This design comes from an exercise in tuning for small area on the open sky130 flow, not from production work.
RTL that was checked went through simulation tests only; none was proved equivalent to the original.
No activity file was given, so power comes from the tool's default toggle rates.

Setup of old:
==> flow/design.v (excerpt) <==
module EggTimer(CLOCK_50, KEY, SW, HEX3, HEX2, HEX1, HEX0, LEDR);
==> flow/config.mk <==
export PLATFORM = sky130hd
export DESIGN_NAME = EggTimer
export DESIGN_NICKNAME = EggTimer
export VERILOG_FILES = /design/flow/design.v
export SDC_FILE = /design/flow/constraint.sdc
export NUM_CORES = 4
export LEC_CHECK = 0
export CAP_MARGIN = 20
export CORE_MARGIN = 2
export CORE_UTILIZATION = 40
export SLEW_MARGIN = 20
==> flow/constraint.sdc <==
create_clock -name core_clock -period 20.0 [get_ports {CLOCK_50}]
set_input_delay 4.0000 -clock core_clock [delete_from_list [all_inputs] [get_ports {CLOCK_50}]]
set_output_delay 4.0000 -clock core_clock [all_outputs]
set_load 0.01 [all_outputs]
standard.sh (not shown) runs the stock make flow with config.mk's settings and CLKGATE_MAP_FILE= SYNTH_SCRIPT=/design/flow/synth_recipe.tcl, a recipe that flattens the netlist after the stock synthesis.
==> flow/flow/run.sh <==
#!/bin/bash
# Own layout flow: the standard layout (standard.sh, unchanged synthesis)
# with two changes: the port buffers use the smallest buffer cell, and clock
# tree synthesis uses small clock buffers and inserts no dummy loads.
# Every tool's output goes to a log file in this folder (standard_flow.log,
# and ORFS's per-step logs under orfs/logs/).
set -euo pipefail
export BUFFER_PORTS_ARGS="-buffer_cell sky130_fd_sc_hd__buf_1"
export CTS_ARGS="-sink_clustering_enable -repair_clock_nets -dont_use_dummy_load -buf_list sky130_fd_sc_hd__clkbuf_4"
bash standard.sh finish > standard_flow.log 2>&1
old reached the end of the flow, and the finished layout is clean on the timing, design-rule and antenna checks.
Here is what was changed in the inputs of new compared with old.
-- flow/design.v --
<<< old, line 14
	reg [13:0] ca;
	reg ba;
	wire fa = ca[13] ^ (~ca[12] & ca[7]);
	wire lastA = (~ca[13] & ~ca[12] & ~ca[11] & ~ca[10] & ca[9] & ~ca[8] & ~ca[7] & ca[6] & ca[5] & ~ca[4] & ~ca[3] & ca[2] & ca[1] & ca[0]);   
	wire prevA = (ca[13] & ca[12] & ca[11] & ca[10] & ca[9] & ~ca[8] & ca[7] & ca[6] & ~ca[5] & ~ca[4] & ca[3] & ca[2] & ~ca[1] & ~ca[0]);   
	wire step = lastA & ~ba;    
	wire pre = prevA & ~ba;     
>>> new, line 14
	reg [13:0] ca;
	reg ba;
	wire fa = ca[13] ^ (ca[5] & ca[8]);
	wire lastA = (ca[13] & ca[12] & ca[11] & ~ca[10] & ca[9] & ~ca[8] & ~ca[7] & ~ca[4] & ~ca[3] & ~ca[2] & ~ca[1] & ~ca[0]);   
	wire prevA = (~ca[13] & ~ca[12] & ~ca[11] & ~ca[10] & ca[9] & ~ca[8] & ca[7] & ca[6] & ca[3] & ca[2] & ca[1] & ca[0]);   
	wire step = lastA & ~ba;    
	wire pre = prevA & ~ba;     
<<< old, line 25
	reg [13:0] cb;
	reg bb;
	wire fb = cb[13] ^ (~cb[12] & cb[7]);
	wire lastB = (~cb[13] & ~cb[12] & ~cb[11] & ~cb[10] & ~cb[9] & ~cb[8] & cb[7] & ~cb[6] & ~cb[5] & ~cb[4] & ~cb[3] & ~cb[2] & cb[1] & cb[0]);   
	always @(posedge clk) begin
		cb <= (reset | lastB) ? 14'd0 : {~cb[12:0], fb};
>>> new, line 25
	reg [13:0] cb;
	reg bb;
	wire fb = cb[13] ^ (cb[5] & cb[8]);
	wire lastB = (cb[13] & cb[10] & cb[9] & cb[8] & cb[7] & cb[5] & ~cb[4] & ~cb[3] & cb[2] & cb[1] & ~cb[0]);   
	always @(posedge clk) begin
		cb <= (reset | lastB) ? 14'd0 : {~cb[12:0], fb};
<<< old, line 39
	wire flat = zso & zst & zmo & zmt;
	reg [2:0] state;
	localparam SS = 3'd1;
	localparam SM1 = 3'd6;
	localparam SM = 3'd2;
	localparam SM0 = 3'd0;
	localparam W = 3'd3;
	localparam R = 3'd4;
	localparam F = 3'd5;
	wire isSS = state == SS, isSM = state == SM, isSM0 = state == SM0, isSM1 = state == SM1;
	wire isW = state == W, isR = state == R, isF = state == F;
	reg [2:0] nstate;
	always @(*) begin
		case (state)
			SS: nstate = set ? (pre ? SM0 : SM1) : SS;
			SM1: nstate = set ? W : (pre ? SM0 : SM);
			SM, SM0: nstate = set ? W : SM;
			W: nstate = startStop ? R : W;
			R: nstate = startStop ? W : (flat ? F : R);
			F: nstate = F;
			default: nstate = SS;
		endcase
	end
	always @(posedge clk) state <= reset ? SS : nstate;
	reg [3:0] cO; reg [2:0] cT;
>>> new, line 39
	wire flat = zso & zst & zmo & zmt;
	reg [2:0] state;
	localparam SS = 3'd0;
	localparam SM1 = 3'd1;
	localparam SM0 = 3'd3;
	localparam SM = 3'd7;
	localparam W = 3'd2;
	localparam R = 3'd4;
	localparam F = 3'd6;
	wire [2:0] nstate;
	assign nstate[0] = (state[0] & ~set) | (~state[0] & ~state[1] & ~state[2] & set);
	assign nstate[1] = (state[0]) | (state[1] & ~startStop) | (state[2] & startStop) | (state[2] & flat) | (~state[1] & ~state[2] & set & pre);
	assign nstate[2] = (state[0] & ~set & ~pre) | (~state[0] & state[1] & startStop) | (~state[0] & state[2] & ~startStop) | (state[0] & state[2] & ~set);
	wire shift = (~state[2]);
	wire holdsel = (state[0]);
	wire loadsel = (~state[1] & ~state[2]) | (state[0]);
	wire ldhisel = (state[2]);
	wire decsel = (~state[1] & state[2]);
	wire ledsel = (~state[0] & state[1] & state[2]);
	always @(posedge clk) state <= reset ? SS : nstate;
	reg [3:0] cO; reg [2:0] cT;
<<< old, line 102
	reg [6:0] lo, hi;
	wire [6:0] c = {cT, cO};
	wire shift = isSS | isSM1 | isSM0;
	wire hold = pre & (isSM | isSM1);
	always @(posedge clk) begin
		if (shift) lo <= hi;
>>> new, line 98
	reg [6:0] lo, hi;
	wire [6:0] c = {cT, cO};
	wire hold = pre & holdsel;
	always @(posedge clk) begin
		if (shift) lo <= hi;
<<< old, line 126
	assign dmt[1] = (mt[0] & mt[1]) | (~mt[0] & mt[2]);
	assign dmt[2] = (~mt[0] & ~mt[1] & ~mt[2]) | (mt[0] & mt[2]);
	wire load = step & (isSS | isSM | isSM0);
	wire dec = step & isR & ~flat;
	wire [6:0] zhi = {3'd0, 4'd0};
	wire [6:0] ldhi = (isSM) ? hi : zhi;
	always @(posedge clk) begin
		if (reset) begin
>>> new, line 121
	assign dmt[1] = (mt[0] & mt[1]) | (~mt[0] & mt[2]);
	assign dmt[2] = (~mt[0] & ~mt[1] & ~mt[2]) | (mt[0] & mt[2]);
	wire load = step & loadsel;
	wire dec = step & decsel & ~flat;
	wire [6:0] zhi = {3'd0, 4'd0};
	wire [6:0] ldhi = ldhisel ? hi : zhi;
	always @(posedge clk) begin
		if (reset) begin
<<< old, line 143
	end
	reg led;
	always @(posedge clk) led <= isF & bb;
	assign LEDR = {10{led}};
	assign HEX0[0] = (so[0] & ~so[1] & ~so[2] & ~so[3]) | (~so[0] & ~so[1] & so[2]);
>>> new, line 138
	end
	reg led;
	always @(posedge clk) led <= ledsel & bb;
	assign LEDR = {10{led}};
	assign HEX0[0] = (so[0] & ~so[1] & ~so[2] & ~so[3]) | (~so[0] & ~so[1] & so[2]);
--- outcome ---
old and new ended up with nearly the same final design utilization.
Comparing new against old, there is no change at all in post-CTS setup buffer count.
Compared with old, new has less setup slack.
On power share of the combinational group: new sits below old.
Compared with old, new improves wire length of the first global-routing pass.
The clock distribution power of old and that of new are within noise of each other.
Changes observed in new relative to old: final wirelength shows a reduction of 7.4%; switching power as a share of total power lower.
Only the layout flow was run in new; the RTL was not checked for function there.

---

Another version of the RTL of EggTimer (not shown whole).
Size in the first run: roughly 250 cells after synthesis, ~0.0024 mm^2 of cells after synthesis.
export LEC_CHECK = 0
export CAP_MARGIN = 20
export CORE_MARGIN = 2
export CORE_UTILIZATION = 40
export SLEW_MARGIN = 20
create_clock -name core_clock -period 20.0 [get_ports {CLOCK_50}]
==> flow/flow/run.sh <==
#!/bin/bash
# Own layout flow: the standard layout (standard.sh) with three changes:
#  - synthesis: the standard synthesis runs first (netlist and log kept in
#    std_synth/). Then the same script (flow/synth.tcl) runs once per ABC script
#    in flow/abc/ (area-oriented mappings of the logic between registers), four
#    at a time, each in its own ORFS work folder own_synth/NAME/orfs (logs there
#    and in own_synth/NAME/make.log); the smallest netlist is laid out.
#    Registers are the standard synthesis's cells, and get its instance names
#    (flow/rename_regs.py matches them by the net they drive).
#  - the port buffers use the smallest buffer cell;
#  - clock tree synthesis uses clkbuf_4 and inserts no dummy loads.
# Every tool's output goes to a log file in this folder (std_synth.log,
# own_synth/*/make.log, standard_flow.log and ORFS's logs under orfs/logs/).
set -euo pipefail
W=$PWD
SUB=$FLOW_PLATFORM/EggTimer/base
R=$W/orfs/results/$SUB
L=$W/orfs/logs/$SUB
bash standard.sh synth > std_synth.log 2>&1
mkdir -p std_synth own_synth
cp $R/1_2_yosys.v std_synth/netlist.v
cp $L/1_2_yosys.log std_synth/1_2_yosys.log
export OWN_FLOW_DIR=$W/flow
export OWN_STD_NETLIST=$W/std_synth/netlist.v
one() {
  local s=$1 n; n=$(basename $s .abc)
  mkdir -p $W/own_synth/$n
  if OWN_ABC_SCRIPT=$s bash $W/standard.sh WORK_HOME=$W/own_synth/$n/orfs SYNTH_SCRIPT=$W/flow/synth.tcl synth > $W/own_synth/$n/make.log 2>&1; then
    grep -oE "Chip area for module .*: [0-9.]+" $W/own_synth/$n/orfs/reports/$SUB/synth_stat.txt | awk '{print $NF}' > $W/own_synth/$n/area.txt
  fi
}
i=0
for s in $W/flow/abc/*.abc; do
  one $s &
  i=$((i + 1))
  if (( i % 4 == 0 )); then wait; fi
done
wait
best=""; best_area=""
for s in $W/flow/abc/*.abc; do
  n=$(basename $s .abc)
  if [[ -s own_synth/$n/area.txt ]]; then
    a=$(cat own_synth/$n/area.txt)
    echo "$n $a" >> own_synth/areas.txt
    if [[ -z "$best" ]] || awk "BEGIN{exit !($a < $best_area)}"; then best=$n; best_area=$a; fi
  else
    echo "$n failed" >> own_synth/areas.txt
  fi
done
[[ -n "$best" ]]
echo "best $best $best_area" >> own_synth/areas.txt
rm -f $R/1_synth.odb $R/1_synth.sdc $R/1_2_yosys.v $R/1_2_yosys.sdc
cp own_synth/$best/orfs/results/$SUB/1_2_yosys.v own_synth/$best/orfs/results/$SUB/1_2_yosys.sdc $R/
export OWN_ABC_SCRIPT=$W/flow/abc/$best.abc
export BUFFER_PORTS_ARGS="-buffer_cell sky130_fd_sc_hd__buf_1"
export CTS_ARGS="-sink_clustering_enable -repair_clock_nets -dont_use_dummy_load -buf_list sky130_fd_sc_hd__clkbuf_4"
bash standard.sh SYNTH_SCRIPT=$W/flow/synth.tcl finish > standard_flow.log 2>&1
Other scripts of this flow, unchanged in this note and not shown: flow/flow/abc/j10s0.abc, flow/flow/abc/j10s1.abc, flow/flow/abc/j10s2.abc, flow/flow/abc/j10s3.abc, flow/flow/abc/j200s0.abc, flow/flow/abc/j200s1.abc, flow/flow/abc/j50s0.abc, flow/flow/abc/j50s1.abc, flow/flow/abc/j50s2.abc, flow/flow/abc/j50s3.abc, flow/flow/abc/j50s4.abc, flow/flow/abc/j50s5.abc, flow/flow/abc/j50s6.abc, flow/flow/abc/j50s7.abc, flow/flow/abc/nf2.abc, flow/flow/rename_regs.py, flow/flow/synth.tcl
==> next run, changes <==
--- a/flow/design.v
+++ b/flow/design.v
@@ -33,36 +33,36 @@
 	reg [3:0] so, mo;
 	reg [2:0] st, mt;
 	wire zso = (so == 4'd0);
 	wire zst = (st == 3'd0);
 	wire zmo = (mo == 4'd0);
 	wire zmt = (mt == 3'd0);
 	wire flat = zso & zst & zmo & zmt;
 	reg [2:0] state;
 	localparam SS = 3'd0;
 	localparam SM1 = 3'd1;
 	localparam SM0 = 3'd3;
-	localparam SM = 3'd2;
-	localparam W = 3'd7;
-	localparam R = 3'd6;
-	localparam F = 3'd4;
+	localparam SM = 3'd7;
+	localparam W = 3'd2;
+	localparam R = 3'd4;
+	localparam F = 3'd6;
 	wire [2:0] nstate;
-	assign nstate[0] = (state[0] & state[2] & ~startStop) | (~state[2] & set) | (~state[0] & state[1] & state[2] & startStop) | (state[0] & ~state[2] & pre);
-	assign nstate[1] = (state[0]) | (state[1] & ~flat) | (~state[2] & set & pre) | (state[1] & ~state[2]) | (state[1] & startStop);
-	assign nstate[2] = (state[2]) | (state[0] & set) | (state[1] & set);
-	wire shift = (~state[1]) | (state[0]);
-	wire holdsel = (state[0]) | (state[1]);
-	wire loadsel = (~state[2]);
-	wire ldhisel = (~state[0] & state[1] & ~state[2]);
-	wire decsel = (~state[0] & state[1] & state[2]);
-	wire ledsel = (~state[1] & state[2]);
+	assign nstate[0] = (state[0] & ~set) | (~state[0] & ~state[1] & ~state[2] & set);
+	assign nstate[1] = (state[0]) | (state[1] & ~startStop) | (state[2] & startStop) | (state[2] & flat) | (~state[1] & ~state[2] & set & pre);
+	assign nstate[2] = (state[0] & ~set & ~pre) | (~state[0] & state[1] & startStop) | (~state[0] & state[2] & ~startStop) | (state[0] & state[2] & ~set);
+	wire shift = (~state[2]);
+	wire holdsel = (state[0]);
+	wire loadsel = (~state[1] & ~state[2]) | (state[0]);
+	wire ldhisel = (state[0] & state[2]);
+	wire decsel = (~state[1] & state[2]);
+	wire ledsel = (~state[0] & state[1] & state[2]);
 	always @(posedge clk) state <= reset ? SS : nstate;
 	reg [3:0] cO; reg [2:0] cT;
 	always @(*) begin
 		case (SW[3:0])
 			4'd0: cO = 4'd0;
 			4'd1: cO = 4'd1;
 			4'd2: cO = 4'd2;
 			4'd3: cO = 4'd3;
 			4'd4: cO = 4'd4;
 			4'd5: cO = 4'd5;
 			4'd6: cO = 4'd6;
Outcome:
- clock power goes up slightly
- worst hold slack hardly moves
- global-route usage goes up by 0.80 points
- wire length grows by a few percent
- fmax grows slightly
- utilization came out higher by 0.11 points
- setup slack is better by 0.062 ns
- synthesized area came out higher slightly
- die area climbs slightly
- non-clock buffer count shrinks by 1
Function not checked in the second run of this note: the RTL went through the layout flow alone.

re-timing with driven ports:
In the flow no input, the clock included, has a driving cell. The finished layouts below were timed again as built, in two steps.
Step 1, drivers: a clkbuf_16 drives CLOCK_50 and a buf_2 each remaining input, both assumed.
Step 2 adds t to the input delays and takes it off the output delays; t is the mean of the earliest and latest rising clock arrival at the registers after step 1. Input paths then give back, and output paths get back, about the clock's delay inside the block.
Three values: no drivers, after step 1, after step 2; two values: the first two.
run	t, ns	setup WS [ns]	hold WS [ns]	latest minus earliest clock arrival (ns)	pins driven straight from the clock port
old	0.400	14.459 / 14.432 / 14.530	0.410 / 0.410 / 0.410	0.020 / 0.020	1
new	0.399	14.428 / 14.403 / 14.802	0.381 / 0.381 / 0.381	0.045 / 0.044	1
the first run of note 2	0.408	14.036 / 14.040 / 13.632	0.392 / 0.392 / 0.392	0.053 / 0.053	1
the second run of note 2	0.402	14.097 / 14.101 / 13.699	0.390 / 0.390 / 0.390	0.034 / 0.034	1
After both steps every run listed still meets setup and hold. For the first run of note 2, which loses most, drivers alone change the setup slack by +0.004 ns; drivers and shift together by -0.404 ns.
